Background: an optimization exercise with open tools, aiming at small area and a short achievable clock period. Do not read the settings as production practice.
In this exercise RTL edits were held to simulation tests only and were not proved equivalent to the original.
Power figures rest on the tool's default switching activity, not on a simulated workload.

rev 12:
// mips_single
module mips_single( clk, rst, imem_addr, imem_rdata, dmem_addr, dmem_wdata, dmem_we, dmem_re, dmem_rdata );
For scale: ~4000 cells after synthesis, roughly 160 I/O pins, roughly 60000 um^2 of cells after synthesis.
==> flow/config.mk <==
export PLATFORM = sky130hd
export DESIGN_NAME = mips_single
export DESIGN_NICKNAME = mips_single
export VERILOG_FILES = /design/flow/design.v
export SDC_FILE = /design/flow/constraint.sdc
export NUM_CORES = 4
export LEC_CHECK = 0
export CAP_MARGIN = 10
export CORE_MARGIN = 2
export CORE_UTILIZATION = 40
export CTS_CLUSTER_DIAMETER = 100
export CTS_CLUSTER_SIZE = 24
export SLEW_MARGIN = 10
export SYNTH_HIERARCHICAL = 1
==> flow/constraint.sdc <==
create_clock -name core_clock -period 16.0 [get_ports {clk}]
set_input_delay 3.2000 -clock core_clock [delete_from_list [all_inputs] [get_ports {clk}]]
set_output_delay 3.2000 -clock core_clock [all_outputs]
set_load 0.01 [all_outputs]
standard.sh (not shown) runs the stock make flow with config.mk's settings and CLKGATE_MAP_FILE= SYNTH_SCRIPT=/design/flow/synth_recipe.tcl, a recipe that flattens the netlist after the stock synthesis.
==> flow/flow/run.sh <==
#!/bin/bash
# Own flow: the standard layout (standard synthesis unchanged, same constraints), with
#  - the timing repair steps asked to reach a setup margin, so that they size and buffer the
#    critical paths instead of stopping at the clock period;
#  - every input and output port still buffered, with buf_2 rather than the default delay cell.
# Each tool's log stays under orfs/logs here; make's own output goes to run_make.log.
set -euo pipefail
bash standard.sh SETUP_SLACK_MARGIN=11.5 "BUFFER_PORTS_ARGS=-buffer_cell sky130_fd_sc_hd__buf_2" finish > run_make.log 2>&1
Setup changes, rev 12 to rev 13
Settings: swapping 40 for 60 in CORE_UTILIZATION; putting PLACE_DENSITY at 0.8 where nothing was set.
### Flow results
Rev 13 and rev 12 ended up with roughly the same synthesized-area fraction occupied by xor and xnor cells.
Rev 13 vs rev 12 — post-route fraction of the period consumed by the critical path rose 0.46 points.
Rev 12 → rev 13: number of vias after detailed routing moved up; effective utilization at floorplan increased by 20 points relative to the old numbers; met2 usage went up by 15 points.

* * *

Starting RTL as in the previous note.
==> flow/config.mk <==
export PLATFORM = sky130hd
export DESIGN_NAME = mips_single
export DESIGN_NICKNAME = mips_single
export VERILOG_FILES = /design/flow/design.v
export SDC_FILE = /design/flow/constraint.sdc
export NUM_CORES = 4
export LEC_CHECK = 0
export CAP_MARGIN = 20
export CORE_MARGIN = 2
export CORE_UTILIZATION = 60
export CTS_CLUSTER_DIAMETER = 100
export CTS_CLUSTER_SIZE = 24
export SLEW_MARGIN = 20
export SYNTH_HIERARCHICAL = 1
==> flow/constraint.sdc <==
create_clock -name core_clock -period 16.0 [get_ports {clk}]
set_input_delay 3.2000 -clock core_clock [delete_from_list [all_inputs] [get_ports {clk}]]
set_output_delay 3.2000 -clock core_clock [all_outputs]
set_load 0.01 [all_outputs]
Scripts as last shown in full above: flow/flow/run.sh
Then changed:
Settings changed: CAP_MARGIN 20 to 10, PLACE_DENSITY from default to 0.7, SLEW_MARGIN 20 to 10.
Flip-flop and latch count stays the same.
Via count decreases by 0.73%.
Sequential share of layout area goes up by 0.19 points.
Global-route usage is lower by 0.94 points.
Clock-buffer cell count goes up by 4.
Final cell count hardly moves.
Die area does not change.
Design area goes down by 0.31%.
Then changed:
Settings changed: CORE_UTILIZATION 60 to 50, PLACE_DENSITY 0.7 to default.
Effect:
- The new run passed the timing, design-rule and antenna checks
- global-route usage came out lower by 4.8 points
- power came out higher by 0.64%
- non-clock buffer count came out lower by 2
- wire length came out higher by 5.3%
- cell area came out higher by 0.81%
Then changed:
Settings changed: CORE_UTILIZATION 50 to 60.
=> The new run produced a clean layout. Total power came out lower by about 0.5%. Via count came out higher by 2.5%. Cell count came out lower by 5.5%. Clock skew came out lower by 0.0082 ns. Sequential power barely changes. Setup slack loses 0.062 ns. Global-route usage came out higher by 5.7 points. Count of clock-buffer cells in the layout came out lower by 7. Flip-flop and latch count does not change. First-iteration DRC count came out higher by about 10%. Final area came out lower by about 0.7%.

* * *

== v6 ==
mips_single again, from the RTL that the note above started with.
==> flow/config.mk <==
export PLATFORM = sky130hd
export DESIGN_NAME = mips_single
export DESIGN_NICKNAME = mips_single
export VERILOG_FILES = /design/flow/design.v
export SDC_FILE = /design/flow/constraint.sdc
export NUM_CORES = 4
export LEC_CHECK = 0
export CAP_MARGIN = 10
export CORE_MARGIN = 2
export CORE_UTILIZATION = 50
export CTS_CLUSTER_DIAMETER = 100
export CTS_CLUSTER_SIZE = 24
export PLACE_DENSITY = 0.7
export SLEW_MARGIN = 10
export SYNTH_HIERARCHICAL = 1
==> flow/constraint.sdc <==
create_clock -name core_clock -period 16.0 [get_ports {clk}]
set_input_delay 3.2000 -clock core_clock [delete_from_list [all_inputs] [get_ports {clk}]]
set_output_delay 3.2000 -clock core_clock [all_outputs]
set_load 0.01 [all_outputs]
Scripts as last shown in full above: flow/flow/run.sh
v6 reached the final stage; the timing, design-rule and antenna checks on its layout passed.
Here is what was changed in the inputs of v7 compared with v6.
- CTS_CLUSTER_SIZE changed from 24 to 20
## What came out
- Any difference in via count between v7 and v6 is small enough to ignore.
- Looking at destination of the critical timing path, the pc[31] result is from v7; the dmem_addr[15] one comes from v6.
- Looking at time the worst path needs with I/O delays and setup across v6 and v7, the one that comes out lower is v6.
- Delta (v7 minus v6): power attributed to sequential cells barely changed; worst setup slack lower; post-route non-filler standard cell count did not really move; routed wire length stayed essentially flat.
- In the reports for v6 and v7, the larger post-route cell area belongs to v7.

-- separate check: timing with driven ports --
Ports are ideal in the flow. The routed layouts listed here were re-timed in OpenROAD. Step 1 assumes that a clkbuf_16 drives the clock port and a buf_2 every other input. Step 2 adds t to the input delays and takes it off the output delays; t is the mean of the earliest and latest rising clock arrival at the registers after step 1. Input paths then give back, and output paths get back, about the clock's delay inside the block. Slacks: no drivers / after step 1 / after step 2; pairs: no drivers / after step 1.
| run | shift t [ns] | slack for setup (ns) | worst slew at a driven data input, ns |
|---|---|---|---|
| rev 12 | 0.786 | 11.522 / 11.438 / 10.854 | 0.07 |
| rev 13 | 0.759 | 11.449 / 11.449 / 10.842 | 0.05 |
| the first run of note 2 | 0.765 | 11.492 / 11.432 / 11.075 | 0.07 |
| the second run of note 2 | 0.758 | 11.519 / 11.447 / 10.996 | 0.07 |
| the third run of note 2 | 0.762 | 11.524 / 11.449 / 10.869 | 0.08 |
| the fourth run of note 2 | 0.764 | 11.461 / 11.426 / 11.069 | 0.06 |
| v6 | 0.762 | 11.518 / 11.441 / 10.914 | 0.06 |
| v7 | 0.766 | 11.439 / 11.439 / 10.890 | 0.07 |
After both steps setup and hold are still met in every run listed. The setup slack of rev 12, which loses most, moves by -0.084 ns with the drivers and by -0.668 ns with both steps.
